From an optimization exercise on the open Yosys and OpenROAD flow, aimed at small area; shortcuts taken in it are not production practice.
The RTL was checked by simulation tests, not by an equivalence proof against the original design.
No activity file was given, so power comes from the tool's default toggle rates.

## udp_rx_stack
module udp_rx_stack(
    input               i_clk               ,
    input               i_rst               ,
    input [31:0]        i_local_ip          ,
    input               i_local_ip_valid    ,
    input [15:0]        i_local_port        ,
    input               i_local_port_valid  ,
    input [7:0]         i_GMII_data         ,
    input               i_GMII_valid        ,
    output [47:0]       o_rec_src_mac       ,
    output              o_rec_src_valid     ,
    output              o_crc_error         ,
    output              o_crc_valid         ,
    output [7:0]        o_udp_data          ,
    output [15:0]       o_udp_len           ,
    output              o_udp_last          ,
    output              o_udp_valid         ,
    output [15:0]       o_icmp_seq          ,
    output              o_icmp_reply        ,
    output [47:0]       o_arp_mac           ,
    output [31:0]       o_arp_ip            ,
    output              o_arp_valid         ,
    output              o_arp_reply
);
Size in the first run: roughly 370 flip-flops, ~14000 µm² of cells after synthesis.
export LEC_CHECK = 0
export CAP_MARGIN = 20
export CORE_MARGIN = 2
export CORE_UTILIZATION = 65
export SLEW_MARGIN = 20
create_clock -name core_clock -period 8.0 [get_ports {i_clk}]
standard.sh (not shown) runs the stock make flow with config.mk's settings and CLKGATE_MAP_FILE= SYNTH_SCRIPT=/design/flow/synth_recipe.tcl, a recipe that flattens the netlist after the stock synthesis.
==> flow/flow/run.sh <==
#!/bin/bash
set -euo pipefail
cd "$(dirname "$0")/.."
export BUFFER_PORTS_ARGS="-buffer_cell sky130_fd_sc_hd__buf_1"
export CTS_ARGS="-sink_clustering_enable -repair_clock_nets -dont_use_dummy_load -buf_list sky130_fd_sc_hd__clkbuf_4 -sink_clustering_size 9 -sink_clustering_max_diameter 60"
bash standard.sh finish > flow_make.log 2>&1
The starting point went through all stages and came out clean.
Rerun with:
--- a/flow/design.v
+++ b/flow/design.v
@@ -268,21 +268,21 @@
 wire        cv     = xv & t1;
 wire        u_in   = (xv | xvd) & t17;   
 reg [7:0]   u0;                      
 always @(posedge i_clk)
     if (ipv && t17)
         u0 <= s7;
 reg [15:0]  pb;
 always @(posedge i_clk)
     if ((i0v && (ic == 11'd18 || ic == 11'd19)) ||
         (uv  && (ic == 11'd24 || ic == 11'd25)) ||
-        (cv  && (ic == 11'd28 || ic == 11'd29)))
+        (cv  && (ic == 11'd22 || ic == 11'd28 || ic == 11'd29)))
         pb <= {pb[7:0], s8};
 wire        len_eq = {5'd0, ic} == ip_len;
 reg         len2, u_len;
 always @(posedge i_clk or posedge i_rst) begin
     if (i_rst)
         len2  <= 1'b0;
     else if (uv && ic == 11'd22)      
         len2 <= len_eq;
 end
 always @(posedge i_clk)
@@ -293,29 +293,26 @@
         ro_udp_valid <= 1'b0;
         ro_udp_last  <= 1'b0;
     end else begin
         if (uv && !ipv)
             ro_udp_valid <= 1'b0;
         else if (uv && ic == 11'd29 && pb == local_port)
             ro_udp_valid <= 1'b1;
         ro_udp_last <= u_in ? len_eq : len2;
     end
 end
-reg         type8, ro_icmp_reply;
-always @(posedge i_clk)
-    if (cv && ic == 11'd22)
-        type8 <= s8 == 8'd8;
+reg         ro_icmp_reply;
 always @(posedge i_clk or posedge i_rst) begin
     if (i_rst)
         ro_icmp_reply <= 1'b0;
     else
-        ro_icmp_reply <= cv && ic == 11'd29 && type8;
+        ro_icmp_reply <= cv && ic == 11'd29 && pb[15:8] == 8'd8;
 end
 reg         op12, op1;
 always @(posedge i_clk)
     if (a0v && ic == 11'd7) begin
         op12 <= s7 == 8'd0 && (s6 == 8'd1 || s6 == 8'd2);
         op1  <= s7 == 8'd0 && s6 == 8'd1;
     end
 reg [47:0]  arp_mac;
 reg [31:0]  arp_ip;
 reg         ro_arp_valid, ro_arp_reply;
Outcome:
- worst setup slack improves by 0.020 ns
- die area is lower by 0.75%
- total power is lower by 0.35%
- wire length is lower by 3.5%
- area after synthesis is lower by 0.77%
- global-route usage is lower by 0.50 points
- combinational power is higher by about 0.8%
- critical path depth does not change
- count of clock-buffer cells in the layout is higher by 1
- fmax is higher by 0.49%
- sequential power is about the same
- cell area is lower by 0.53%

--- another note on this design; it stands on its own ---

// udp_rx_stack
module udp_rx_stack(
    input               i_clk               ,
    input               i_rst               ,
    input [31:0]        i_local_ip          ,
    input               i_local_ip_valid    ,
    input [15:0]        i_local_port        ,
    input               i_local_port_valid  ,
    input [7:0]         i_GMII_data         ,
    input               i_GMII_valid        ,
    output [47:0]       o_rec_src_mac       ,
    output              o_rec_src_valid     ,
    output              o_crc_error         ,
    output              o_crc_valid         ,
    output [7:0]        o_udp_data          ,
    output [15:0]       o_udp_len           ,
    output              o_udp_last          ,
    output              o_udp_valid         ,
    output [15:0]       o_icmp_seq          ,
    output              o_icmp_reply        ,
    output [47:0]       o_arp_mac           ,
    output [31:0]       o_arp_ip            ,
    output              o_arp_valid         ,
    output              o_arp_reply
);
Size: ~390 flip-flops.
clock: 8.0 ns
lec_check: 0
cap_margin: 20
core_margin: 2
core_utilization: 40
slew_margin: 20
standard.sh (not shown) runs the stock make flow with config.mk's settings and CLKGATE_MAP_FILE= SYNTH_SCRIPT=/design/flow/synth_recipe.tcl, a recipe that flattens the netlist after the stock synthesis.
==> flow/flow/run.sh <==
#!/bin/bash
set -euo pipefail
cd "$(dirname "$0")/.."
export BUFFER_PORTS_ARGS="-buffer_cell sky130_fd_sc_hd__buf_1"
export CTS_ARGS="-sink_clustering_enable -repair_clock_nets -dont_use_dummy_load -buf_list sky130_fd_sc_hd__clkbuf_8 -sink_clustering_size 16 -sink_clustering_max_diameter 60"
bash standard.sh finish > flow_make.log 2>&1
Rerun with:
==> flow/flow/run.sh (replaced) <==
#!/bin/bash
set -euo pipefail
cd "$(dirname "$0")/.."
export BUFFER_PORTS_ARGS="-buffer_cell sky130_fd_sc_hd__buf_1"
export CTS_ARGS="-sink_clustering_enable -repair_clock_nets -dont_use_dummy_load -buf_list sky130_fd_sc_hd__clkbuf_4 -sink_clustering_size 10 -sink_clustering_max_diameter 50"
bash standard.sh finish > flow_make.log 2>&1
--- a/flow/config.mk
+++ b/flow/config.mk
@@ -9,3 +9,3 @@
 export CORE_MARGIN = 2
-export CORE_UTILIZATION = 40
+export CORE_UTILIZATION = 65
 export SLEW_MARGIN = 20
Outcome:
- The changed run completed without violations
- count of clock-buffer cells in the layout grows by 9
- worst setup slack gets worse by 0.20 ns
- cell area drops by 2.2%
- power goes down by 3.7%
- sequential power hardly moves
- clock power falls by about 17%
- first-iteration DRC count rises by 62%
- global-route usage is higher by 7.9 points
- sequential share of layout area is higher by 1.3 points
Rerun with:
==> flow/flow/run.sh (replaced) <==
#!/bin/bash
set -euo pipefail
cd "$(dirname "$0")/.."
export BUFFER_PORTS_ARGS="-buffer_cell sky130_fd_sc_hd__buf_1"
export CTS_ARGS="-sink_clustering_enable -repair_clock_nets -dont_use_dummy_load -buf_list sky130_fd_sc_hd__clkbuf_8"
bash standard.sh finish > flow_make.log 2>&1
--- a/flow/config.mk
+++ b/flow/config.mk
@@ -9,3 +9,3 @@
 export CORE_MARGIN = 2
-export CORE_UTILIZATION = 65
+export CORE_UTILIZATION = 40
 export SLEW_MARGIN = 20
Result: Routed wire length rises by 11%. Sequential power stays flat. Final cell count increases by 13%. Maximum frequency rose by 3.4%.

[afterwards: timing with drivers on the ports]
Ports are ideal in the flow. The routed layouts listed here were re-timed in OpenROAD. Step 1, drivers: a clkbuf_16 drives i_clk and a buf_2 each remaining input, both assumed. Step 2 also shifts input and output timing later by t, the mid clock arrival at the registers, as if the neighbouring blocks saw the same clock. Slacks: ideal ports / drivers / drivers and shift; pairs: ideal ports / drivers.
run | t, ns | setup slack, ns | hold WS [ns]
the first run of note 1 | 0.691 | 3.939 / 3.901 / 4.592 | 0.353 / 0.353 / 0.353
the second run of note 1 | 0.663 | 3.959 / 3.916 / 4.580 | 0.335 / 0.335 / 0.335
the first run of note 2 | 0.553 | 3.764 / 3.717 / 4.270 | 0.350 / 0.350 / 0.350
the second run of note 2 | 0.686 | 3.561 / 3.520 / 4.207 | 0.344 / 0.344 / 0.344
the third run of note 2 | 0.592 | 3.707 / 3.657 / 4.249 | 0.332 / 0.332 / 0.332
After both steps every run listed still meets setup and hold.
